From an optimization exercise on the open Yosys and OpenROAD flow, aimed at small area; shortcuts taken in it are not production practice. In this exercise RTL edits were held to simulation tests only and were not proved equivalent to the original. Power is estimated from default activity; no workload was simulated.

<file path="design/flow/design.v">
`timescale 1ns / 1ps
module lcd_fsm(
    input clk,
    input reset,
    input play_sw,
    input mov_up,
    input mov_dwn,
    input sel,
    input vol_dwn,
    input vol_up,
    input wrt_ack,
    input audio_rdy,
    input data_present_bro,
    input ram_rdy,
    output wrt_req,
    output write_enb,
    output reg read_req,
    output reg read_ack,
    output [7:0] lcd_state,
    output [4:0] vol_level,
    output [25:0] addr,
    output reg [7:0] leds
    );
    localparam [2:0] P_HELLO = 3'd6;    
    localparam [2:0] P_AT    = 3'd0;    
    localparam [2:0] P_SEND  = 3'd2;    
    localparam [2:0] P_ACK   = 3'd3;    
    localparam [2:0] P_WDIS  = 3'd1;    
    localparam [2:0] P_RREQ  = 3'd4;    
    localparam [2:0] P_RDATA = 3'd5;    
    localparam [1:0] K_PLAY = 2'd0;
    localparam [1:0] K_REC  = 2'd1;
    localparam [1:0] K_DEL  = 2'd2;
    reg [2:0]  ph;
    reg [3:0]  scr;         
    reg [1:0]  kind;        
    reg        v6, v12;     
    reg [2:0]  trk;         
    reg [11:0] alow;        
    reg [11:0] tendn0, tendn1, tendn2, tendn3, tendn4;
    wire [11:0] tend0 = ~tendn0, tend1 = ~tendn1, tend2 = ~tendn2, tend3 = ~tendn3, tend4 = ~tendn4;
    assign wrt_req   = (ph == P_ACK);
    assign write_enb = (ph == P_WDIS);
    assign lcd_state = {4'b0000, scr};
    assign vol_level = {1'b0, v12, v6 | v12, v6, 1'b0};
    wire wrapA = ~alow[11] & ~alow[10];
    wire wrapB = ~(alow[11] & alow[10]);
    reg [13:0] ahi;
    always @(*) begin
        case (trk)
            3'd1:    ahi = wrapA ? 14'd2017 : 14'd2016;
            3'd2:    ahi = wrapB ? 14'd4033 : 14'd4032;
            3'd3:    ahi = wrapA ? 14'd6050 : 14'd6049;
            3'd4:    ahi = wrapB ? 14'd8066 : 14'd8065;
            default: ahi = 14'd0;
        endcase
    end
    assign addr = {ahi, alow};
    reg [11:0] lim_low;
    always @(*) begin
        case (trk)
            3'd1:    lim_low = 12'h398;
            3'd2:    lim_low = 12'hB78;
            3'd3:    lim_low = 12'h358;
            3'd4:    lim_low = 12'hB38;
            default: lim_low = 12'hBB7;
        endcase
    end
    wire at_lim = (alow == lim_low);
    wire [4:0] toh = {trk == 3'd4, trk == 3'd3, trk == 3'd2, trk == 3'd1, trk == 3'd0};
    wire [11:0] cur_end = ({12{toh[0]}} & tend0) | ({12{toh[1]}} & tend1) | ({12{toh[2]}} & tend2) |
                          ({12{toh[3]}} & tend3) | ({12{toh[4]}} & tend4);
    wire end_empty = (trk != 3'd0) &&
                     (cur_end[11:9] == ((trk == 3'd1 || trk == 3'd3) ? 3'b010 : 3'b110));
    wire at_end    = (alow == cur_end);
    wire before_end = ~at_end & ~end_empty;
    wire up_only = mov_up & ~mov_dwn & ~sel;
    wire dn_only = ~mov_up & mov_dwn & ~sel;
    wire released = ~(mov_up | mov_dwn | sel | vol_dwn | vol_up);
    wire at     = (ph == P_AT);
    wire s_list = scr[3] & (scr[2:0] != 3'd0) & (scr[2:0] != 3'd7);    
    wire s_back = (scr == 4'd14);
    wire s_trk  = s_list & ~s_back;                                     
    wire s_first = (scr == 4'd9);
    wire k_play = (kind == K_PLAY);
    wire k_rec  = (kind == K_REC);
    wire k_del  = ~k_play & ~k_rec;
    wire [2:0] pos = scr[2:0] - 3'd1;       
    reg m_inc, m_dec;
    always @(*) begin
        m_inc = 1'b0;
        m_dec = 1'b0;
        case (scr)
            4'd0:       m_inc = dn_only;
            4'd1, 4'd2, 4'd3: begin
                        m_inc = dn_only;
                        m_dec = up_only;
            end
            4'd4:       m_dec = up_only;
            4'd5:       m_inc = vol_up & ~sel;
            4'd6: begin
                        m_inc = ~vol_dwn & vol_up & ~sel;
                        m_dec = vol_dwn & ~vol_up & ~sel;
            end
            4'd7:       m_dec = vol_dwn & ~sel;
            4'd14:      m_dec = up_only;
            4'd9, 4'd10, 4'd11, 4'd12, 4'd13: begin
                if (k_play) begin
                        m_inc = ~mov_up & mov_dwn;
                        m_dec = mov_up & ~mov_dwn & ~s_first;
                end else begin
                        m_inc = dn_only;
                        m_dec = up_only & ~s_first;
                end
            end
            default: ;
        endcase
    end
    reg m_jmp;
    reg [3:0] jmp_to;
    always @(*) begin
        m_jmp = sel;
        case (scr)
            4'd0, 4'd1, 4'd2: jmp_to = 4'd9;
            4'd4:             jmp_to = {2'b01, v6 | v12, ~v6};
            4'd5, 4'd6, 4'd7: jmp_to = 4'd4;
            4'd8: begin
                              m_jmp  = sel | at_lim;
                              jmp_to = sel ? 4'd1 : 4'd15;
            end
            4'd14:            jmp_to = {2'b00, kind};
            4'd15:            jmp_to = 4'd0;
            4'd3:       begin m_jmp = 1'b0; jmp_to = 4'd0; end
            default:    begin m_jmp = sel & k_rec; jmp_to = 4'd8; end   
        endcase
    end
    wire go_send  = at & (m_inc | m_dec | m_jmp);
    wire rec_step = at & (scr == 4'd8) & ~sel & ~at_lim & audio_rdy;
    wire rec_stop = at & (scr == 4'd8) & (sel | at_lim);
    wire play_go  = at & s_trk & k_play & ~m_inc & ~m_dec & play_sw;
    wire rec_go   = at & s_trk & k_rec & sel;
    wire del_one  = at & s_trk & k_del & sel;
    wire del_all  = at & (scr == 4'd3) & sel;
    wire play_step = (ph == P_RDATA) & data_present_bro & play_sw;
    wire play_menu = at & (scr == 4'd0) & sel;
    wire step = rec_step | play_step;
    wire load_base = play_go | rec_go;
    reg [11:0] base_low;
    always @(*) begin
        case (pos)
            3'd1:    base_low = 12'h7E1;
            3'd2:    base_low = 12'hFC1;
            3'd3:    base_low = 12'h7A1;
            3'd4:    base_low = 12'hF81;
            default: base_low = 12'h000;
        endcase
    end
    always @(posedge clk) begin
        if (reset) begin
            ph       <= P_HELLO;
            scr      <= 4'd0;
            v6       <= 1'b0;
            v12      <= 1'b0;
            trk      <= 3'd0;
            alow     <= 12'd0;
            leds     <= 8'd0;
            read_req <= 1'b0;
            read_ack <= 1'b0;
        end else begin
            read_req <= (ph == P_RREQ) & audio_rdy & before_end;
            read_ack <= play_step;
            case (ph)
                P_HELLO: if (sel && ram_rdy) ph <= P_SEND;
                P_SEND:  if (released) ph <= P_ACK;
                P_ACK:   if (wrt_ack) ph <= P_AT;
                P_WDIS:  ph <= P_AT;
                P_RREQ:
                    if (audio_rdy && before_end) ph <= P_RDATA;
                    else if (at_end || !play_sw) ph <= P_SEND;
                P_RDATA:
                    if (data_present_bro && play_sw) ph <= P_RREQ;
                    else if (!play_sw) ph <= P_SEND;
                default:  
                    if (m_inc | m_dec | m_jmp) ph <= P_SEND;
                    else if (rec_step) ph <= P_WDIS;
                    else if (play_go) ph <= P_RREQ;
            endcase
            if (at) begin
                if (m_inc) scr <= scr + 4'd1;
                else if (m_dec) scr <= scr - 4'd1;
                else if (m_jmp) scr <= jmp_to;
            end
            if (at && sel && scr == 4'd0) kind <= K_PLAY;
            if (at && sel && scr == 4'd1) kind <= K_REC;
            if (at && sel && scr == 4'd2) kind <= K_DEL;
            if (at && sel && scr == 4'd5) begin v6 <= 1'b0; v12 <= 1'b0; end
            if (at && sel && scr == 4'd6) begin v6 <= 1'b1; v12 <= 1'b0; end
            if (at && sel && scr == 4'd7) begin v6 <= 1'b0; v12 <= 1'b1; end
            if (play_menu) begin
                trk  <= 3'd0;
                alow <= 12'd0;
            end else if (load_base) begin
                trk  <= pos;
                alow <= base_low;
            end else if (step) begin
                alow <= alow + 1'b1;
            end
            if (play_menu) leds <= 8'd0;
            else if (step) leds <= leds + 1'b1;
        end
    end
    wire [4:0] clr, ld, hold;
    genvar g;
    generate
        for (g = 0; g < 5; g = g + 1) begin : g_en
            assign clr[g]  = reset | del_all | (del_one && pos == g);
            assign ld[g]   = ~clr[g] & rec_stop & (trk == g);
            assign hold[g] = ~clr[g] & ~ld[g];
        end
    endgenerate
    wire [11:0] maskA = 12'h400;
    wire [11:0] maskB = 12'hC00;
    always @(posedge clk) begin
        tendn0 <= ({12{ld[0]}} & ~alow) | ({12{hold[0]}} & tendn0) | ({12{clr[0]}});
        tendn1 <= ({12{ld[1]}} & ~alow) | ({12{hold[1]}} & tendn1) | ({12{clr[1]}} & ~maskA);
        tendn2 <= ({12{ld[2]}} & ~alow) | ({12{hold[2]}} & tendn2) | ({12{clr[2]}} & ~maskB);
        tendn3 <= ({12{ld[3]}} & ~alow) | ({12{hold[3]}} & tendn3) | ({12{clr[3]}} & ~maskA);
        tendn4 <= ({12{ld[4]}} & ~alow) | ({12{hold[4]}} & tendn4) | ({12{clr[4]}} & ~maskB);
    end
endmodule
</file>
<file path="design/flow/flow/run.sh">
#!/bin/bash
# Standard synthesis, then an area re-mapping of its combinational logic
# (registers kept as they are), then the standard layout with small port
# buffers, one shared tie cell and a clock tree without dummy loads.
set -euo pipefail
export BUFFER_PORTS_ARGS="-buffer_cell sky130_fd_sc_hd__buf_1"
export SKIP_REPAIR_TIE_FANOUT=1
export CTS_ARGS="-sink_clustering_enable -repair_clock_nets -buf_list sky130_fd_sc_hd__clkbuf_8 -dont_use_dummy_load"
bash standard.sh synth > synth.log 2>&1
R=$PWD/orfs/results/sky130hd/lcd_fsm/base
cp $R/1_2_yosys.v std_synth.v
# re-map with a few seeds of ABC's deep synthesis; keep the smallest
for s in 1 2 3 4; do
  sed "s/SEED/$s/" flow/area.abc > remap_$s.abc
  REMAP_IN=$PWD/std_synth.v REMAP_OUT=$PWD/remapped_$s.v REMAP_SCRIPT=$PWD/remap_$s.abc \
  REMAP_STAT=$PWD/remap_stat_$s.log yosys -c flow/remap.tcl > remap_$s.log 2>&1 &
done
wait
best=""; besta=""
for s in 1 2 3 4; do
  a=$(awk '/Chip area/ {print $NF}' remap_stat_$s.log 2>/dev/null || true)
  [[ -n "$a" ]] || continue
  if [[ -z "$besta" ]] || awk "BEGIN {exit !($a < $besta)}"; then best=$s; besta=$a; fi
done
echo "seed $best area $besta" > remap_choice.log
cp remapped_$best.v remapped.v
# absorb inverters on register outputs; keep the result only if it is proven equal
cp remapped.v final_synth.v
if python3 flow/peephole.py remapped.v peephole.v > peephole.log 2>&1 && \
   EQ_GOLD=$PWD/remapped.v EQ_GATE=$PWD/peephole.v yosys -c flow/equiv.tcl > equiv.log 2>&1; then
  cp peephole.v final_synth.v
fi
cp final_synth.v $R/1_2_yosys.v
bash standard.sh > layout.log 2>&1
</file>
<file path="design/flow/flow/area.abc">
strash
&get -n
&deepsyn -T 30 -S SEED
&put
dch -f
amap
strash
dch -f
amap
</file>
<file path="design/flow/flow/equiv.tcl">
# Prove that the peephole netlist does what the re-mapped netlist does
# (registers paired by name).
yosys -import
set lib $::env(FLOW_HOME)/platforms/sky130hd/lib/sky130_fd_sc_hd__tt_025C_1v80.lib
read_liberty -ignore_miss_func $lib
read_verilog $::env(EQ_GOLD)
yosys rename $::env(FLOW_TOP) gold
read_verilog $::env(EQ_GATE)
yosys rename $::env(FLOW_TOP) gate
flatten
opt_clean
equiv_make gold gate eq
hierarchy -top eq
equiv_simple -seq 2
equiv_induct
equiv_status -assert
</file>
<file path="design/flow/flow/peephole.py">
#!/usr/bin/env python3
"""Absorb inverters on register outputs into the gates they feed.

Reads a flat gate-level netlist written by Yosys (one module, sky130hd
cells), and rewrites every

    inv(Q of a register) -> only load: one input of an o22ai

as a single o2bb2ai that takes the register output directly.  The partner
input of that o22ai input pair is needed inverted; it is taken from the input
of the inverter that drives it if there is one, else from a new inverter that
is shared by all the rewrites that need it.  The function of the netlist is
unchanged:

    o22ai:   Y = !((A1 | A2) & (B1 | B2))
    o2bb2ai: Y = !((!A1_N | !A2_N) & (B1 | B2))

usage: peephole.py IN.v OUT.v
"""
import re
import sys

P = "sky130_fd_sc_hd__"
CELL_RE = re.compile(r"^  (" + P + r"\w+) (\S+)\s+\((.*?)\n  \);\n", re.S | re.M)
PIN_RE = re.compile(r"\.(\w+)\(([^()]*?)\)")
OUT_PINS = ("X", "Y", "Q", "Q_N", "HI", "LO")


def esc(net):
    # escaped identifiers end at white space
    return net + " " if net.startswith("\\") else net


def main():
    src = open(sys.argv[1]).read()
    cells = []
    for m in CELL_RE.finditer(src):
        pins = {k: v.strip() for k, v in PIN_RE.findall(m.group(3))}
        cells.append({"type": m.group(1), "name": m.group(2), "pins": pins,
                      "span": m.span()})
    ports = set()
    for m in re.finditer(r"^\s*(?:input|output|inout)\s+(?:\[[^\]]*\]\s*)?(\w+)\s*;", src, re.M):
        ports.add(m.group(1))

    def base(net):
        return re.sub(r"\s*\[.*$", "", net.lstrip("\\")).strip()

    drv = {}
    loads = {}
    for c in cells:
        for k, v in c["pins"].items():
            if k in OUT_PINS:
                drv[v] = (c, k)
            else:
                loads.setdefault(v, []).append((c, k))
    # nets used by assign statements count as extra loads
    for m in re.finditer(r"^\s*assign\s+(.*?)\s*=\s*(.*?)\s*;", src, re.M):
        loads.setdefault(m.group(2).strip(), []).append((None, None))

    def is_inv(c):
        return re.match(P + r"(clk)?inv_\d+$", c["type"]) is not None

    def is_reg(c):
        return "df" in c["type"]

    new_invs = {}
    remove = set()
    replace = {}
    nrew = 0
    for c in cells:
        if not is_inv(c) or c["name"] in remove:
            continue
        q = c["pins"].get("A")
        nq = c["pins"].get("Y")
        if q not in drv or not is_reg(drv[q][0]):
            continue
        if base(nq) in ports:
            continue
        ld = loads.get(nq, [])
        if len(ld) != 1 or ld[0][0] is None:
            continue
        g, pin = ld[0]
        if not re.match(P + r"o22ai_1$", g["type"]) or g["name"] in replace:
            continue
        p = g["pins"]
        pair = {"A1": "A2", "A2": "A1", "B1": "B2", "B2": "B1"}
        partner = p[pair[pin]]
        other = ("B1", "B2") if pin in ("A1", "A2") else ("A1", "A2")
        # the partner, inverted
        if partner == nq:
            continue
        if partner in drv and is_inv(drv[partner][0]):
            npartner = drv[partner][0]["pins"]["A"]
        else:
            if partner not in new_invs:
                new_invs[partner] = "_peep_inv_%d_" % len(new_invs)
            npartner = new_invs[partner]
        replace[g["name"]] = {"A1_N": q, "A2_N": npartner,
                              "B1": p[other[0]], "B2": p[other[1]], "Y": p["Y"]}
        remove.add(c["name"])
        nrew += 1

    # rebuild the text
    out = []
    pos = 0
    for c in cells:
        s, e = c["span"]
        out.append(src[pos:s])
        pos = e
        if c["name"] in remove:
            continue
        if c["name"] in replace:
            r = replace[c["name"]]
            body = ",\n".join("    .%s(%s)" % (k, esc(r[k])) for k in ("A1_N", "A2_N", "B1", "B2", "Y"))
            out.append("  %so2bb2ai_1 _peep_%s_ (\n%s\n  );\n" % (P, c["name"].strip("\\_ "), body))
        else:
            out.append(src[s:e])
    out.append(src[pos:])
    text = "".join(out)
    if new_invs:
        decl = "".join("  wire %s;\n" % w for w in new_invs.values())
        insts = "".join("  %sinv_1 %s (\n    .A(%s),\n    .Y(%s)\n  );\n" % (P, w + "cell", esc(n), w)
                        for n, w in new_invs.items())
        i = text.index("\nendmodule")
        text = text[:i] + "\n" + insts + text[i:]
        # declarations right after the module header
        j = text.index(");\n", text.index("module ")) + 3
        text = text[:j] + decl + text[j:]
    open(sys.argv[2], "w").write(text)
    print("rewrites %d, new inverters %d" % (nrew, len(new_invs)))


if __name__ == "__main__":
    main()
</file>
<file path="design/flow/flow/remap.tcl">
# Re-map the combinational logic of the standard synthesis netlist for area.
# Registers and tie cells are kept as they are (same cells, same names).
yosys -import
set lib $::env(FLOW_HOME)/platforms/sky130hd/lib/sky130_fd_sc_hd__tt_025C_1v80.lib
read_liberty -ignore_miss_func $lib
read_verilog $::env(REMAP_IN)
hierarchy -top $::env(FLOW_TOP)
blackbox sky130_fd_sc_hd__*df* sky130_fd_sc_hd__conb_1
flatten
opt -purge
abc -liberty $lib -dont_use *lpflow* -dont_use *probe* -script $::env(REMAP_SCRIPT)
opt_clean -purge
splitnets
opt_clean -purge
hilomap -singleton -hicell sky130_fd_sc_hd__conb_1 HI -locell sky130_fd_sc_hd__conb_1 LO
tee -o $::env(REMAP_STAT) stat -liberty $lib
write_verilog -noattr -nohex -nodec $::env(REMAP_OUT)
</file>
<file path="design/flow/standard.sh">
#!/bin/bash
# synth_recipe.tcl (not shown) runs the flow's synth.tcl, then flattens the netlist and writes it again
# the make line also repeats each setting of config.mk as NAME=value (left out here)
make -C /OpenROAD-flow-scripts/flow DESIGN_CONFIG=/design/flow/config.mk WORK_HOME=/design/flow/orfs CLKGATE_MAP_FILE= SYNTH_SCRIPT=/design/flow/synth_recipe.tcl "${@:-finish}"
</file>
<file path="design/flow/config.mk">
export PLATFORM = sky130hd
export DESIGN_NAME = lcd_fsm
export DESIGN_NICKNAME = lcd_fsm
export VERILOG_FILES = /design/flow/design.v
export SDC_FILE = /design/flow/constraint.sdc
export NUM_CORES = 4
export LEC_CHECK = 0
export CAP_MARGIN = 0
export CORE_MARGIN = 2
export CORE_UTILIZATION = 70
export GPL_TIMING_DRIVEN = 0
export PLACE_DENSITY = 0.85
export SLEW_MARGIN = 0
</file>
<file path="design/flow/constraint.sdc">
create_clock -name core_clock -period 5.0 [get_ports {clk}]
set_input_delay 1.0000 -clock core_clock [delete_from_list [all_inputs] [get_ports {clk}]]
set_output_delay 1.0000 -clock core_clock [all_outputs]
set_load 0.01 [all_outputs]
</file>
==> summary.md, run 1 <==
| Metric | Value |
|---|---|
| Syn nets | 546 |
| Die Area | 6560 um^2 |
| Min Hold Slack | 465 ps |
| Worst Setup Slack, final | 238 ps |
| Pin count of the biggest net entering global routing | 17 |
| Max transition margin | 6.11% |
| Total CTS buffers | 9 |
| Initial antenna violation count | 0 |
| Leak | 1.52 nW |
| RSZ-0062 raised after global routing | false |
| Post-CTS Setup Bufs | 0 |
| I/O Buffers | 52 |
| Area Overhead vs Synth | 10.1% |
| Cell Area, Synth | 4150 um^2 |
| CTS tree | built |
| Max Root-Sink Buffers | 2 |
| Clock period minus worst slack | 4760 ps |
| Cells on worst reg2reg path | 16 |
| RR Startpoint | trk[2]$_SDFFE_PP0N_ |
| Skew final | 22.5 ps |
| GP Congestion | 0.965 |
| Fmax | 210 MHz |
| Ports | 63 |
| Highest-delay cell along the critical path | clkinv_1 |
| # DRC | 0 |
| Hold WC Path Type | flop to flop |
| Ys Warns | 1 |
| Setup_tns | 0 ps |
| # clock sinks | 96 |
| TritonRoute pass-1 iters | 5 |
| CP Capture Type | flop |
| Crit path DAT | 4980 ps |
| VDD IR-drop max | 0.217 mV |
| Hold Crit Depth | 2 |
| Gr usage total | 38.4% |
| Core region area | 5820 um^2 |
| Worst Setup SP | trk[2]$_SDFFE_PP0N_ |
| Critical path type | flop to flop |
| Final cell count without fillers | 671 |
| Internal reg-to-reg setup slack | 240 ps |
| First-pass GRT wire length | 19.1 mm |
| Hpwl dp | 8.51 mm |
| NumNets Final | 610 |
| Synth Instances | 534 |
| CP required | 5220 ps |
| Pwr Total | 1.35 mW |
| Row Count | 28 |
| Status | complete, no violations |
| N_diodes | 0 |
| Post_cts resized | 0 |
| Slew Viols, Final | 0 |
| Number of filler cells placed in the layout | 446 |
| H-tree depth | 3 |
| Initial Util | 71.3% |
| Dpl cells | 662 |
| Post-Route WL | 12.3 mm |
| Root Buffer | clkbuf_8 |
| Most frequent cells in the layout | nor2_1 (125), dfxtp_1 (94), a21oi_1 (57), clkinv_1 (54), buf_1 (52) |
| Routed Antenna Nets | 0 |
| Die Wd | 81.0 um |
| Initial drt markers | 509 |
| Worst Hold End | tendn3[10]$_DFF_P_ |
| Setup violators final | 0 |
| Vias in the first global route | 3987 |
| Final period util | 95.2% |
| Clock Latency Late Sink | 360 ps |
| Max incr delay on CP | 550 ps |
| Syn_area_per_cell | 7.76 um^2 |
| Routed vias | 4414 |
| Worst hold path startpoint | tendn3[10]$_DFF_P_ |
| PD cells | 296 nW/um^2 |
| Critical-path cell list | clkinv_1 > nor3_1 > clkinv_1 > a21oi_1 > or4_1 > o21ai_0 > nor4_1 > nor2b_1 > nor3_1 > nand3_1 > nor4_1 > nand4_1 > nor2_1 > clkinv_1 > o221ai_1 > o21ai_0 |
| Ratio of cells with drive above 1 in the final layout | 1.68% |
| Most frequent CP cell | clkinv_1 |
| Worst-margin pin slew | 1400 ps |
| GR Overflow Total | 0 |
| Startpoint types | flop |
| Die height | 81.0 um |
| Most common cell after layout, fill and taps aside | nor2_1 |
| DR WL/cell | 18.3 um |
| Hold_buf cts | 0 |
| Max_cap viols | 0 |
| Vias/cell | 6.58 |
| Fin. Hold Viols | 0 |
| Place WS | 398 ps |
| Worst Path Max Fanout | 14 |
| Clock slew at reported path FFs | 70 ps |
| R2r endpoint | alow[11]$_SDFFE_PP0P_ |
## metrics by stage
| stage | instance area (um^2) | util (%) |
|---|---|---|
| detailed placement | 4440 | 76.4 |
| global route | 4570 | 78.5 |
| global placement | 4440 | 76.3 |
| floorplan | 4150 | - |
| finish | 4570 | 78.5 |
| CTS | 4570 | 78.5 |
## power breakdown
| part | switching (mW) | internal, mW |
|---|---|---|
| Combinational | 0.112 | 0.0472 |
| Clock | 0.234 | 0.162 |
| Sequential | 0.0171 | 0.780 |
## critical path, delay by kind of cell (launching register included)
| family | cells | cell delay (ps) |
|---|---|---|
| buffers and inverters | 3 | 830 |
| AND/OR/NAND/NOR | 9 | 2690 |
| flip-flops | 1 | 410 |
| AO/OA/AOI/OAI | 4 | 710 |
## how the worst max path moves through the flow
stage	slack (ps)	cells past startpoint	end
floorplan	1530	16	alow[11]$_SDFFE_PP0P_
global placement	490	10	tendn1[1]$_DFF_P_
detailed placement	400	10	tendn1[9]$_DFF_P_
CTS	460	16	alow[11]$_SDFFE_PP0P_
global route	60	11	tendn2[6]$_DFF_P_
finish	240	16	alow[11]$_SDFFE_PP0P_
## flip-flops by register name, indices dropped and copies added, names as in the netlist
signal / flops
leds: 8
tendn1: 12
tendn3: 12
tendn4: 12
ph: 3
tendn2: 12
tendn0: 12
alow: 12
kind: 2
v6: 1
v12: 1
scr: 4
read_ack: 1
read_req: 1
trk: 3
## layer usage
layer	vias to the layer above	share of wire, %	global-route usage, %
met5	-	0	0
met4	0	4.7	19.3
met3	69	11	7.33
met2	297	46	62.2
met1	1990	38	49.2
li1	2058	-	-
## layout make-up
cell class	instances	area, um^2	share of cell area [%]
flip-flops and latches	96	1940	42.5
multi-input cells	382	1990	43.7
well taps	75	93.8	2.05
clock buffers	9	124	2.71
repair buffers	53	203	4.44
inverters	56	210	4.60
==> inputs of run 2 (changes only) <==
--- a/design/flow/flow/peephole.py
+++ b/design/flow/flow/peephole.py
@@ -67,4 +67,5 @@
     remove = set()
     replace = {}
+    undo = {}
     nrew = 0
     for c in cells:
@@ -99,5 +100,19 @@
                               "B1": p[other[0]], "B2": p[other[1]], "Y": p["Y"]}
         remove.add(c["name"])
+        undo[g["name"]] = c["name"]
         nrew += 1
+
+    users = {}
+    for gname, r in replace.items():
+        if r["A2_N"] in new_invs.values():
+            users.setdefault(r["A2_N"], []).append(gname)
+    for w, gl in users.items():
+        if len(gl) * 1.25 <= 3.75:
+            for gname in gl:
+                del replace[gname]
+                remove.discard(undo[gname])
+                nrew -= 1
+            for n in [n for n, x in new_invs.items() if x == w]:
+                del new_invs[n]
 
     # rebuild the text
--- a/design/flow/config.mk
+++ b/design/flow/config.mk
@@ -8,6 +8,6 @@
 export CAP_MARGIN = 0
 export CORE_MARGIN = 2
-export CORE_UTILIZATION = 70
+export CORE_UTILIZATION = 85
 export GPL_TIMING_DRIVEN = 0
-export PLACE_DENSITY = 0.85
+export PLACE_DENSITY = 0.92
 export SLEW_MARGIN = 0
==> run 2 against run 1 <==
Against the previous run:
- the flow now stops in global placement without I/O
- synthesized area shrank 0.12%
- synthesized cell count did not move
==> summary.md, run 2 <==
| Metric | Value |
|---|---|
| Status | aborted with a tool error |
| Failed at | global placement without I/O |
| Err | [ERROR GPL-0301] Utilization 102.805 % exceeds 100%. |
| Cell Area, Synth | 4140 um^2 (-0.12%) |
| Initial Util | 87.7% (+16 points) |
| Die Wd | 73.8 um (-8.8%) |
| Syn_area_per_cell | 7.76 um^2 (-0.12%) |
| Synth Instances | 534 (unchanged) |
| Syn nets | 546 (unchanged) |
| Row Count | 25 (-11%) |
| Die height | 73.8 um (-8.8%) |
| Ys Warns | 1 (unchanged) |
==> inputs of run 3 (changes only) <==
--- a/design/flow/design.v
+++ b/design/flow/design.v
@@ -15,6 +15,6 @@
     output wrt_req,
     output write_enb,
-    output reg read_req,
-    output reg read_ack,
+    output read_req,
+    output read_ack,
     output [7:0] lcd_state,
     output [4:0] vol_level,
@@ -22,17 +22,15 @@
     output reg [7:0] leds
     );
-    localparam [2:0] P_HELLO = 3'd6;    
-    localparam [2:0] P_AT    = 3'd0;    
-    localparam [2:0] P_SEND  = 3'd2;    
-    localparam [2:0] P_ACK   = 3'd3;    
-    localparam [2:0] P_WDIS  = 3'd1;    
-    localparam [2:0] P_RREQ  = 3'd4;    
-    localparam [2:0] P_RDATA = 3'd5;    
+    localparam [3:0] S_HELLO = 4'b0011;
+    localparam [3:0] S_WDIS  = 4'b0111;
+    localparam [3:0] S_RREQ  = 4'b1100;
+    localparam [3:0] S_RREQ1 = 4'b1101;
+    localparam [3:0] S_RDATA = 4'b1110;
+    localparam [3:0] S_RDAT1 = 4'b1111;
     localparam [1:0] K_PLAY = 2'd0;
     localparam [1:0] K_REC  = 2'd1;
     localparam [1:0] K_DEL  = 2'd2;
-    reg [2:0]  ph;
+    reg [3:0]  st;
     reg [3:0]  scr;         
-    reg [1:0]  kind;        
     reg        v6, v12;     
     reg [2:0]  trk;         
@@ -40,6 +38,18 @@
     reg [11:0] tendn0, tendn1, tendn2, tendn3, tendn4;
     wire [11:0] tend0 = ~tendn0, tend1 = ~tendn1, tend2 = ~tendn2, tend3 = ~tendn3, tend4 = ~tendn4;
-    assign wrt_req   = (ph == P_ACK);
-    assign write_enb = (ph == P_WDIS);
+    wire [1:0] kind = st[1:0];      
+    wire c_at    = (st[3:2] == 2'b00);
+    wire at      = c_at & ~(st[1] & st[0]);
+    wire hello   = c_at & st[1] & st[0];
+    wire c_send  = (st[3:2] == 2'b01);
+    wire send    = c_send & ~(st[1] & st[0]);
+    wire wdis    = c_send & st[1] & st[0];
+    wire ack     = (st[3:2] == 2'b10);
+    wire in_rreq  = (st[3:1] == 3'b110);
+    wire in_rdata = (st[3:1] == 3'b111);
+    assign wrt_req   = ack;
+    assign write_enb = wdis;
+    assign read_req  = in_rdata & st[0];
+    assign read_ack  = in_rreq & st[0];
     assign lcd_state = {4'b0000, scr};
     assign vol_level = {1'b0, v12, v6 | v12, v6, 1'b0};
@@ -78,5 +88,4 @@
     wire dn_only = ~mov_up & mov_dwn & ~sel;
     wire released = ~(mov_up | mov_dwn | sel | vol_dwn | vol_up);
-    wire at     = (ph == P_AT);
     wire s_list = scr[3] & (scr[2:0] != 3'd0) & (scr[2:0] != 3'd7);    
     wire s_back = (scr == 4'd14);
@@ -142,5 +151,5 @@
     wire del_one  = at & s_trk & k_del & sel;
     wire del_all  = at & (scr == 4'd3) & sel;
-    wire play_step = (ph == P_RDATA) & data_present_bro & play_sw;
+    wire play_step = in_rdata & data_present_bro & play_sw;
     wire play_menu = at & (scr == 4'd0) & sel;
     wire step = rec_step | play_step;
@@ -158,5 +167,5 @@
     always @(posedge clk) begin
         if (reset) begin
-            ph       <= P_HELLO;
+            st       <= S_HELLO;
             scr      <= 4'd0;
             v6       <= 1'b0;
@@ -165,25 +174,29 @@
             alow     <= 12'd0;
             leds     <= 8'd0;
-            read_req <= 1'b0;
-            read_ack <= 1'b0;
         end else begin
-            read_req <= (ph == P_RREQ) & audio_rdy & before_end;
-            read_ack <= play_step;
-            case (ph)
-                P_HELLO: if (sel && ram_rdy) ph <= P_SEND;
-                P_SEND:  if (released) ph <= P_ACK;
-                P_ACK:   if (wrt_ack) ph <= P_AT;
-                P_WDIS:  ph <= P_AT;
-                P_RREQ:
-                    if (audio_rdy && before_end) ph <= P_RDATA;
-                    else if (at_end || !play_sw) ph <= P_SEND;
-                P_RDATA:
-                    if (data_present_bro && play_sw) ph <= P_RREQ;
-                    else if (!play_sw) ph <= P_SEND;
-                default:  
-                    if (m_inc | m_dec | m_jmp) ph <= P_SEND;
-                    else if (rec_step) ph <= P_WDIS;
-                    else if (play_go) ph <= P_RREQ;
-            endcase
+            if (hello) begin
+                if (sel && ram_rdy) st <= {2'b01, K_PLAY};
+            end else if (send) begin
+                if (released) st <= {2'b10, kind};
+            end else if (ack) begin
+                if (wrt_ack) st <= {2'b00, kind};
+            end else if (wdis) begin
+                st <= {2'b00, K_PLAY};
+            end else if (in_rreq) begin
+                if (audio_rdy && before_end) st <= S_RDAT1;
+                else if (at_end || !play_sw) st <= {2'b01, K_PLAY};
+                else st <= S_RREQ;
+            end else if (in_rdata) begin
+                if (data_present_bro && play_sw) st <= S_RREQ1;
+                else if (!play_sw) st <= {2'b01, K_PLAY};
+                else st <= S_RDATA;
+            end else begin  
+                if (m_inc | m_dec | m_jmp)
+                    st <= {2'b01, (sel && scr == 4'd0) ? K_PLAY :
+                                  (sel && scr == 4'd1) ? K_REC :
+                                  (sel && scr == 4'd2) ? K_DEL : kind};
+                else if (rec_step) st <= S_WDIS;
+                else if (play_go) st <= S_RREQ;
+            end
             if (at) begin
                 if (m_inc) scr <= scr + 4'd1;
@@ -191,7 +204,4 @@
                 else if (m_jmp) scr <= jmp_to;
             end
-            if (at && sel && scr == 4'd0) kind <= K_PLAY;
-            if (at && sel && scr == 4'd1) kind <= K_REC;
-            if (at && sel && scr == 4'd2) kind <= K_DEL;
             if (at && sel && scr == 4'd5) begin v6 <= 1'b0; v12 <= 1'b0; end
             if (at && sel && scr == 4'd6) begin v6 <= 1'b1; v12 <= 1'b0; end
--- a/design/flow/flow/run.sh
+++ b/design/flow/flow/run.sh
@@ -11,12 +11,14 @@
 cp $R/1_2_yosys.v std_synth.v
 # re-map with a few seeds of ABC's deep synthesis; keep the smallest
-for s in 1 2 3 4; do
-  sed "s/SEED/$s/" flow/area.abc > remap_$s.abc
-  REMAP_IN=$PWD/std_synth.v REMAP_OUT=$PWD/remapped_$s.v REMAP_SCRIPT=$PWD/remap_$s.abc \
-  REMAP_STAT=$PWD/remap_stat_$s.log yosys -c flow/remap.tcl > remap_$s.log 2>&1 &
+for batch in "1 2 3 4" "5 6 7 8"; do
+  for s in $batch; do
+    sed "s/SEED/$s/" flow/area.abc > remap_$s.abc
+    REMAP_IN=$PWD/std_synth.v REMAP_OUT=$PWD/remapped_$s.v REMAP_SCRIPT=$PWD/remap_$s.abc \
+    REMAP_STAT=$PWD/remap_stat_$s.log yosys -c flow/remap.tcl > remap_$s.log 2>&1 &
+  done
+  wait
 done
-wait
 best=""; besta=""
-for s in 1 2 3 4; do
+for s in 1 2 3 4 5 6 7 8; do
   a=$(awk '/Chip area/ {print $NF}' remap_stat_$s.log 2>/dev/null || true)
   [[ -n "$a" ]] || continue
--- a/design/flow/config.mk
+++ b/design/flow/config.mk
@@ -8,6 +8,6 @@
 export CAP_MARGIN = 0
 export CORE_MARGIN = 2
-export CORE_UTILIZATION = 85
+export CORE_UTILIZATION = 70
 export GPL_TIMING_DRIVEN = 0
-export PLACE_DENSITY = 0.92
+export PLACE_DENSITY = 0.85
 export SLEW_MARGIN = 0
==> run 3 against run 2 <==
Against the previous run:
- now fails the layout checks on negative setup slack
- synthesized area fell by 1.7%
- synthesized cell count increased by 2.6%
==> summary.md, run 3 <==
| Metric | Value |
|---|---|
| H-tree depth | 3 |
| Syn nets | 560 (+2.6%) |
| Initial antenna violation count | 0 |
| Critical path type | flop to flop |
| R2r endpoint | tendn2[0]$_DFF_P_ |
| Max_cap viols | 0 |
| Vias/cell | 6.85 |
| Die Wd | 80.3 um (+8.8%) |
| Area Overhead vs Synth | 12.3% |
| I/O Buffers | 52 |
| Most common cell after layout, fill and taps aside | nor2_1 |
| # DRC | 0 |
| Worst-margin pin slew | 1250 ps |
| Cell Area, Synth | 4070 um^2 (-1.7%) |
| First-pass GRT wire length | 21.0 mm |
| SO Faults | negative setup slack |
| Number of filler cells placed in the layout | 364 |
| TritonRoute pass-1 iters | 6 |
| NumNets Final | 627 |
| N_diodes | 0 |
| Worst hold path startpoint | tendn4[10]$_DFF_P_ |
| # clock sinks | 93 |
| Setup violators final | 1 |
| Die height | 80.3 um (+8.8%) |
| Internal reg-to-reg setup slack | -10 ps |
| Setup_tns | -10.2 ps |
| Cells on worst reg2reg path | 15 |
| Ys Warns | 1 (unchanged) |
| RSZ-0062 raised after global routing | true |
| Row Count | 27 (+8.0%) |
| Final period util | 100% |
| Hold_buf cts | 0 |
| CP required | 5280 ps |
| Min Hold Slack | 475 ps |
| Slew Viols, Final | 0 |
| RR Startpoint | trk[0]$_SDFFE_PP0N_ |
| Fin. Hold Viols | 0 |
| GP Congestion | 0.934 |
| Routed vias | 4690 |
| Fmax | 200 MHz |
| Startpoint types | flop |
| Max transition margin | 15.6% |
| Worst Setup Slack, final | -10.2 ps |
| Max Root-Sink Buffers | 2 |
| Util after Layout | 82.0% |
| Ports | 63 |
| Crit path DAT | 5290 ps |
| Clock slew at reported path FFs | 80 ps |
| Die Area | 6440 um^2 |
| Hold Crit Depth | 2 |
| Hold WC Path Type | flop to flop |
| Root Buffer | clkbuf_8 |
| Worst Hold End | tendn4[10]$_DFF_P_ |
| Most frequent cells in the layout | nor2_1 (138), dfxtp_1 (93), a21oi_1 (69), clkinv_1 (54), buf_1 (52) |
| Pwr Total | 1.64 mW |
| Pin count of the biggest net entering global routing | 18 |
| Initial Util | 73.0% (-15 points) |
| Post-CTS Setup Bufs | 0 |
| Vias in the first global route | 4471 |
| Clock period minus worst slack | 5010 ps |
| Hpwl dp | 8.94 mm |
| Total CTS buffers | 9 |
| Post-Route WL | 13.2 mm |
| Synth Instances | 548 (+2.6%) |
| Gr usage total | 42.4% |
| Syn_area_per_cell | 7.43 um^2 (-4.2%) |
| Ratio of cells with drive above 1 in the final layout | 3.92% |
| Placed instance area | 4400 um^2 |
| Routed Antenna Nets | 0 |
| CP Capture Type | flop |
| Worst Path Max Fanout | 16 |
| DR WL/cell | 19.3 um |
| Initial drt markers | 673 |
| Core region area | 5570 um^2 |
| Leak | 1.50 nW |
| CTS tree | built |
| Skew final | 24.4 ps |
| Status | failed layout checks |
| GR Overflow Total | 0 |
| Clock Latency Late Sink | 370 ps |
| Post-route cell area | 4570 um^2 |
| VDD IR-drop max | 0.361 mV |
| PD cells | 359 nW/um^2 |
-- run 3: where the power goes --
| group | leakage, nW | total, mW | switching (mW) | internal (mW) |
|---|---|---|---|---|
| Clock | 0.0647 | 0.392 | 0.230 | 0.162 |
| Sequential | 0.753 | 0.822 | 0.0525 | 0.769 |
| Combinational | 0.680 | 0.428 | 0.304 | 0.124 |
| Total | 1.50 | 1.64 | 0.587 | 1.05 |
-- run 3: through the flow --
stage / worst slack, ps / instances
after detailed placement: -55.1 / 676
after CTS: 66.8 / 685
final: -10.2 / 685
after floorplan: 886 / 548
after global routing: -139 / 685
after global placement: 11.7 / 672
-- run 3: how the worst max path moves through the flow --
stage,startpoint,end,depth (start not counted)
floorplan,trk[1]$_SDFFE_PP0N_,alow[11]$_SDFFE_PP0P_,24
global placement,trk[0]$_SDFFE_PP0N_,tendn2[11]$_DFF_P_,13
detailed placement,trk[0]$_SDFFE_PP0N_,tendn3[0]$_DFF_P_,14
CTS,trk[0]$_SDFFE_PP0N_,tendn0[10]$_DFF_P_,15
global route,trk[0]$_SDFFE_PP0N_,tendn2[0]$_DFF_P_,15
finish,trk[0]$_SDFFE_PP0N_,tendn2[0]$_DFF_P_,15
-- run 3: layer usage --
layer  part of all wire, %  GRT usage (%)  wire (um)  up-vias
met4                   7.1           27.6        939        0
met3                    12           11.5       1530      113
li1                      -              -          -     2084
met5                     0              0          0        -
met1                    36           49.4       4730     2094
met2                    45           68.5       6000      399
-- run 3: cell type report --
class,instances,area (um^2),area share (%)
clock buffers,9,124,2.71
well taps,72,90.1,1.97
multi-input cells,401,2070,45.2
flip-flops and latches,93,1860,40.7
repair buffers,56,229,5.01
inverters,54,203,4.43
-- run 3: worst max-delay path, cell delays in order (launching register included) --
cell,delay [ps]
dfxtp_1,430
clkinv_1,150
nor2_1,240
nand2_1,490
a2111o_1,580
a2111oi_0,410
a31oi_1,120
nor4_2,370
nor2_1,80
or3_1,580
nor2_4,450
nor2_1,80
o21ai_1,410
buf_4,290
nor2_1,80
a21oi_1,160
-- run 3: timing repair --
| item | in CTS | in global routing |
|---|---|---|
| pin swaps | 0 | 1 |
| setup endpoints to repair | 12 | 58 |
| gates resized for setup | 2 | 13 |
==> inputs of run 4 (changes only) <==
--- a/design/flow/config.mk
+++ b/design/flow/config.mk
@@ -9,5 +9,5 @@
 export CORE_MARGIN = 2
 export CORE_UTILIZATION = 70
-export GPL_TIMING_DRIVEN = 0
+export GPL_TIMING_DRIVEN = 1
 export PLACE_DENSITY = 0.85
 export SLEW_MARGIN = 0
==> run 4 against run 3 <==
Against the previous run:
- now clean on timing, DRC and antenna
- first-iteration DRC count up 1.9%
- total power about the same
- core utilization up 0.61 points
- final cell count up 1.8%
- synthesized cell count unchanged
- register-to-register slack better by 320 ps
- sequential power about the same
- via count down 2.0%
- hold slack worse by 5.0 ps
- critical endpoint is now alow[11]$_SDFFE_PP0P_
- largest cell class unchanged
==> summary.md, run 4 <==
| Metric | Value |
|---|---|
| Slew Viols, Final | 0 (unchanged) |
| Hpwl dp | 8.79 mm (-1.7%) |
| PD cells | 356 nW/um^2 (-0.81%) |
| Dpl cells | 688 (+1.8%) |
| Startpoint types | flop |
| Hold WC Path Type | flop to flop |
| Placed instance area | 4480 um^2 (+1.9%) |
| Pwr Total | 1.64 mW (about the same) |
| Worst-margin pin slew | 610 ps (-645 ps) |
| Total CTS buffers | 9 (unchanged) |
| Initial Util | 73.0% (unchanged) |
| Leak | 1.56 nW (+3.9%) |
| Max Root-Sink Buffers | 2 (unchanged) |
| Max_cap viols | 0 (unchanged) |
| Clock Latency Late Sink | 360 ps (about the same) |
| Initial antenna violation count | 0 (unchanged) |
| Final cell count without fillers | 697 (+1.8%) |
| # DRC | 0 (unchanged) |
| Critical path type | flop to flop |
| Routed vias | 4597 (-2.0%) |
| Post-Route WL | 12.7 mm (-4.1%) |
| Sw frac | 35.5% (-0.28 points) |
| Worst Path Max Fanout | 5 (-11) |
| Routed Antenna Nets | 0 (unchanged) |
| Setup violators final | 0 (-1) |
| Clock slew at reported path FFs | 70 ps (about the same) |
| NumNets Final | 639 (+1.9%) |
| Combinational Power Share | 26.0% (about the same) |
| GP Congestion | 1.01 (+8.4%) |
| N_diodes | 0 (unchanged) |
| Cell Area, Synth | 4070 um^2 (unchanged) |
| Ratio of cells with drive above 1 in the final layout | 4.16% (+0.24 points) |
| Status | complete, no violations |
| Syn nets | 560 (unchanged) |
| Row Count | 27 (unchanged) |
| I/O Buffers | 52 (unchanged) |
| CP Capture Type | flop |
| P_sw | 0.582 mW (-0.85%) |
| Clock share of power | 24.1% (+0.2 points) |
| Gr usage total | 40.2% (-2.3 points) |
| Area Overhead vs Synth | 13.2% |
| Clock period minus worst slack | 4690 ps (-323 ps) |
| Syn_area_per_cell | 7.43 um^2 (unchanged) |
| Max transition margin | 58.9% (+43 points) |
| Crit path DAT | 4940 ps (-350 ps) |
| Die height | 80.3 um (unchanged) |
| Min Hold Slack | 470 ps (-5.00 ps) |
| CP required | 5250 ps (-30 ps) |
| Fmax | 213 MHz (+6.9%) |
| VDD IR-drop max | 0.344 mV (-4.7%) |
| DR WL/cell | 18.2 um (-5.7%) |
| # clock sinks | 93 (unchanged) |
| Ports | 63 (unchanged) |
| H-tree depth | 3 (unchanged) |
| GR Overflow Total | 0 (unchanged) |
| CTS tree | built |
| Core region area | 5570 um^2 (unchanged) |
| First-pass GRT wire length | 19.8 mm (-5.8%) |
| Vias in the first global route | 4247 (-5.0%) |
| Pin count of the biggest net entering global routing | 17 (-1) |
| Synth Instances | 548 (unchanged) |
| Root Buffer | clkbuf_8 |
| TritonRoute pass-1 iters | 7 (+1) |
| Final period util | 93.7% (-6.5 points) |
| Setup_tns | 0 ps (+10.2 ps) |
| Ys Warns | 1 (unchanged) |
| Post-route cell area | 4610 um^2 (+0.74%) |
| Initial drt markers | 686 (+1.9%) |
| Sequential power share | 50.0% (about the same) |
| Die Area | 6440 um^2 (unchanged) |
| Skew final | 24.4 ps (+0.0789 ps) |
| Die Wd | 80.3 um (unchanged) |
| Most common cell after layout, fill and taps aside | nor2_1 |
| Fin. Hold Viols | 0 (unchanged) |
| RSZ-0062 raised after global routing | false |
| Internal power | 1.06 mW (+0.36%) |
| Vias/cell | 6.60 (-3.7%) |
| Most frequent cells in the layout | nor2_1 (145), dfxtp_1 (93), a21oi_1 (69), clkinv_1 (54), buf_1 (52) |
-- run 4: critical path, cell delays in order, from the launching register on --
cell and delay (ps):
dfxtp_1 370, clkinv_1 150, nor2_1 220, clkinv_1 120
nor2_1 290, nor2_1 170, o21ai_1 240, o22ai_1 140
a31oi_1 200, nor4_1 110, nor4_2 370, a31oi_1 110
clkinv_1 110, nand2_1 100, nor2_1 280, nand2_1 140
nor2_1 220, nand2_1 100, nor2_1 180, nand2_1 110
nor2_1 240, nand2_1 130, nor2_1 180, nor2_1 60
o32ai_1 230
-- run 4: power by group through the flow --
| stage | Clock (mW) | Combinational (mW) | Sequential, mW |
|---|---|---|---|
| after floorplan | 0 | 0.288 | 0.827 |
| after global routing | 0.420 | 0.472 | 0.824 |
| after global placement | 0 | 0.409 | 0.836 |
| after detailed placement | 0 | 0.409 | 0.835 |
| after CTS | 0.391 | 0.412 | 0.818 |
| final | 0.395 | 0.426 | 0.820 |
-- run 4: final timing paths --
kind / slack [ps] / end / from / cells past startpoint
max: 310 / alow[11]$_SDFFE_PP0P_ / trk[1]$_SDFFE_PP0N_ / 24
min reg2reg: 470 / leds[7]$_SDFFE_PP0P_ / leds[7]$_SDFFE_PP0P_ / 1
min: 470 / leds[7]$_SDFFE_PP0P_ / leds[7]$_SDFFE_PP0P_ / 1
max reg2reg: 310 / alow[11]$_SDFFE_PP0P_ / trk[1]$_SDFFE_PP0N_ / 24
-- run 4: stage by stage --
stage,util (%),setup WS [ps]
CTS,82.5,396
detailed placement,80.3,494
global placement,80.3,983
global route,82.6,40.4
finish,82.6,313
floorplan,-,886
-- run 4: final cells by class --
cell class                      instances  area, um^2
Multi-Input combinational cell        401        2010
Fill cell                             361         967
Timing Repair Buffer                   68         315
Tap cell                               72        90.1
Clock buffer                            9         124
Sequential cell                        93        1860
Inverter                               54         203
-- run 4: layer usage --
metal  GRT usage [%]  up-vias  wire length [um]  share of wire (%)
li1                -     2113                 -                  -
met1            49.1     2046              4810                 38
met2            64.7      359              5720                 45
met3            8.65       79              1500                 12
met4            24.1        0               633                5.0
met5               0        -                 0                  0
-- run 4: timing repair --
item,CTS,global route
setup endpoints to repair,0,1
setup buffers,0,0
hold buffers,0,0
resized for setup,0,2
==> inputs of run 5 (changes only) <==
--- a/design/flow/flow/run.sh
+++ b/design/flow/flow/run.sh
@@ -11,14 +11,12 @@
 cp $R/1_2_yosys.v std_synth.v
 # re-map with a few seeds of ABC's deep synthesis; keep the smallest
-for batch in "1 2 3 4" "5 6 7 8"; do
-  for s in $batch; do
-    sed "s/SEED/$s/" flow/area.abc > remap_$s.abc
-    REMAP_IN=$PWD/std_synth.v REMAP_OUT=$PWD/remapped_$s.v REMAP_SCRIPT=$PWD/remap_$s.abc \
-    REMAP_STAT=$PWD/remap_stat_$s.log yosys -c flow/remap.tcl > remap_$s.log 2>&1 &
-  done
-  wait
+for s in 1 2 3 4; do
+  sed "s/SEED/$s/" flow/area.abc > remap_$s.abc
+  REMAP_IN=$PWD/std_synth.v REMAP_OUT=$PWD/remapped_$s.v REMAP_SCRIPT=$PWD/remap_$s.abc \
+  REMAP_STAT=$PWD/remap_stat_$s.log yosys -c flow/remap.tcl > remap_$s.log 2>&1 &
 done
+wait
 best=""; besta=""
-for s in 1 2 3 4 5 6 7 8; do
+for s in 1 2 3 4; do
   a=$(awk '/Chip area/ {print $NF}' remap_stat_$s.log 2>/dev/null || true)
   [[ -n "$a" ]] || continue
--- a/design/flow/config.mk
+++ b/design/flow/config.mk
@@ -9,5 +9,5 @@
 export CORE_MARGIN = 2
 export CORE_UTILIZATION = 70
-export GPL_TIMING_DRIVEN = 1
+export GPL_TIMING_DRIVEN = 0
 export PLACE_DENSITY = 0.85
 export SLEW_MARGIN = 0
==> run 5 against run 4 <==
Against the previous run:
- sequential power rose by 0.7%
- still clean on timing, DRC and antenna
- combinational power shrank 14%
- non-clock buffer count is 14 lower
- highest routed layer unchanged
- register-to-register slack lost 90 ps
- largest cell class unchanged
==> summary.md, run 5 <==
| Metric | Value |
|---|---|
| Status | complete, no violations |
| CP required | 5290 ps (+40 ps) |
| Initial antenna violation count | 0 (unchanged) |
| Syn_area_per_cell | 7.28 um^2 (-2.0%) |
| Final cell count without fillers | 696 (-0.14%) |
| Clock slew at reported path FFs | 100 ps (+30 ps) |
| CP Capture Type | flop |
| Vias in the first global route | 4393 (+3.4%) |
| Max transition margin | 24.8% (-34 points) |
| Most common cell after layout, fill and taps aside | nor2_1 |
| Vias/cell | 6.75 (+2.3%) |
| Hpwl dp | 8.94 mm (+1.8%) |
| Ports | 63 (unchanged) |
| Slew Viols, Final | 0 (unchanged) |
| Cell Area, Synth | 4080 um^2 (+0.31%) |
| Pin count of the biggest net entering global routing | 19 (+2) |
| Clock Latency Late Sink | 380 ps (+20 ps) |
| I/O Buffers | 52 (unchanged) |
| Post-CTS Setup Bufs | 0 (unchanged) |
| Skew final | 26.9 ps (+2.43 ps) |
| GP Congestion | 0.958 (-5.4%) |
| Crit path DAT | 5060 ps (+120 ps) |
| # DRC | 0 (unchanged) |
| Area Overhead vs Synth | 11.4% |
| Dpl cells | 687 (-0.15%) |
| TritonRoute pass-1 iters | 16 (+9) |
| # clock sinks | 93 (unchanged) |
| GR Overflow Total | 0 (unchanged) |
| PD cells | 350 nW/um^2 (-1.8%) |
| Min Hold Slack | 475 ps (+4.93 ps) |
| Final period util | 95.5% (+1.7 points) |
| Post-route cell area | 4550 um^2 (-1.3%) |
| Ratio of cells with drive above 1 in the final layout | 3.37% (-0.79 points) |
| Die height | 80.4 um (+0.14%) |
| Die Wd | 80.4 um (+0.14%) |
| Worst hold path startpoint | leds[7]$_SDFFE_PP0P_ |
| Clock period minus worst slack | 4770 ps (+86.6 ps) |
| Worst-margin pin slew | 1120 ps (+507 ps) |
| Initial Util | 73.3% (+0.22 points) |
| Leak | 1.55 nW (-0.65%) |
| Multi-input logic area | 2060 um^2 (+2.3%) |
| RR Startpoint | trk[1]$_SDFFE_PP0N_ |
| Max_cap viols | 0 (unchanged) |
| First-pass GRT wire length | 20.5 mm (+3.5%) |
| R2r endpoint | alow[11]$_SDFFE_PP0P_ |
| Number of filler cells placed in the layout | 362 (+0.28%) |
| Placed instance area | 4400 um^2 (-1.8%) |
| N_diodes | 0 (unchanged) |
| Critical path type | flop to flop |
| Core region area | 5570 um^2 (unchanged) |
| Initial drt markers | 703 (+2.5%) |
| Fin. Hold Viols | 0 (unchanged) |
| Most frequent cells in the layout | nor2_1 (148), dfxtp_1 (93), a21oi_1 (72), clkinv_1 (53), buf_1 (52) |
| Setup violators final | 0 (unchanged) |
| Startpoint types | flop |
| Cells on worst reg2reg path | 22 (-8.3%) |
| Gr usage total | 41.5% (+1.3 points) |
| Max Root-Sink Buffers | 2 (unchanged) |
| H-tree depth | 3 (unchanged) |
| Hold Crit Depth | 1 (unchanged) |
| Internal reg-to-reg setup slack | 230 ps (-90 ps) |
| Pwr Total | 1.59 mW (-3.1%) |
| Routed vias | 4695 (+2.1%) |
| Total CTS buffers | 9 (unchanged) |
| Post-Route WL | 13.4 mm (+5.9%) |
| Worst Path Max Fanout | 15 (+10) |
| RSZ-0062 raised after global routing | false |
| Routed Antenna Nets | 0 (unchanged) |
| DR WL/cell | 19.3 um (+6.1%) |
| NumNets Final | 638 (-0.16%) |
| Setup_tns | 0 ps (unchanged) |
| Worst Hold End | leds[7]$_SDFFE_PP0P_ |
| Ys Warns | 1 (unchanged) |
| Root Buffer | clkbuf_8 |
| Row Count | 27 (unchanged) |
| Hold WC Path Type | flop to flop |
| VDD IR-drop max | 0.320 mV (-7.0%) |
| Synth Instances | 561 (+2.4%) |
| Die Area | 6460 um^2 (+0.29%) |
| Sequential Area | 1860 um^2 (unchanged) |
| CTS tree | built |
| Syn nets | 573 (+2.3%) |
| Fmax | 209 MHz (-1.8%) |
## run 5: layer usage
metal / track usage, % / part of all wire (%) / vias up / wire [um]
li1: - / - / 2094 / -
met1: 48.9 / 36 / 2060 / 4830
met2: 67.8 / 46 / 433 / 6120
met3: 8.43 / 12 / 108 / 1660
met4: 27.8 / 6.0 / 0 / 805
met5: 0 / 0 / - / 0
## run 5: per-stage QoR
step           util [%]  setup WS, ps
4_1_cts            81.1          18.3
2_1_floorplan         -          1380
3_5_place_dp       78.9           174
6_report           81.6           227
3_3_place_gp       78.4           252
5_1_grt            81.6          43.5
## run 5: repair_timing
item,in CTS,in global routing
gates resized for setup,0,9
hold buffers,0,0
setup endpoints to repair,0,61
## run 5: worst max-delay path by stage
stage                                  to  slack [ps]                start  cells after the start
floorplan           alow[11]$_SDFFE_PP0P_        1380  trk[1]$_SDFFE_PP0N_                     22
detailed placement     tendn4[11]$_DFF_P_         170  trk[0]$_SDFFE_PP0N_                     12
global route        alow[11]$_SDFFE_PP0P_          40  trk[1]$_SDFFE_PP0N_                     22
finish              alow[11]$_SDFFE_PP0P_         230  trk[1]$_SDFFE_PP0N_                     22
CTS                     tendn4[5]$_DFF_P_          20  trk[0]$_SDFFE_PP0N_                     13
global placement       tendn1[10]$_DFF_P_         250  trk[0]$_SDFFE_PP0N_                     12
## run 5: cell type report
type | count | share of cell area (%)
multi-input combinational | 415 | 45.3
timing repair buffer | 54 | 4.70
sequential | 93 | 40.9
clock buffer | 9 | 2.72
tap | 72 | 1.98
inverter | 53 | 4.37
## run 5: worst max-delay path, stage by stage (launching register included)
cell and delay (ps):
dfxtp_1 350, clkinv_1 240, nor2_1 300, nand2_2 310
nand2_1 180, nor2_1 110, o22ai_1 210, a2111oi_1 120
nor4_1 410, a31oi_1 130, clkinv_1 140, nand2_1 140
nor3_2 240, nand2_1 180, nor2_1 270, clkinv_1 120
nor3_1 400, nand2_1 130, clkinv_1 110, nand3_1 140
nor2_1 210, o221ai_1 140, o21ai_0 110
## run 5: where the power goes
group / internal, mW / switching (mW) / leakage [nW]
sequential: 0.769 / 0.0571 / 0.753
combinational: 0.103 / 0.264 / 0.727
clock: 0.162 / 0.237 / 0.0647
total: 1.03 / 0.558 / 1.55

-- what the ideal ports hide --
In the flow no input, the clock included, has a driving cell. The finished layouts below were timed again as built, in two steps. Step 1: set_driving_cell puts a clkbuf_16 on clk and a buf_2 on each other input, an assumption about the parent block. Step 2, shift: input delay + t, output delay - t, t = (earliest + latest rising clock arrival at the registers) / 2. This alone moves slack from input paths to output paths. Three values: no drivers, after step 1, after step 2; two values: the first two.
| run | t (ns) | setup WS [ns] | hold WS [ns] | latest minus earliest clock arrival (ns) |
|---|---|---|---|---|
| run 1 | 0.385 | 0.238 / 0.238 / 0.166 | 0.465 / 0.465 / 0.465 | 0.022 / 0.023 |
| run 3 | 0.386 | -0.010 / -0.010 / -0.010 | 0.475 / 0.475 / 0.475 | 0.025 / 0.024 |
| run 4 | 0.383 | 0.313 / 0.313 / 0.313 | 0.470 / 0.470 / 0.470 | 0.024 / 0.024 |
| run 5 | 0.398 | 0.227 / 0.227 / 0.227 | 0.475 / 0.475 / 0.475 | 0.027 / 0.027 |
The setup slack of run 1, which loses most, moves by 0.000 ns with the drivers and by -0.072 ns with both steps.
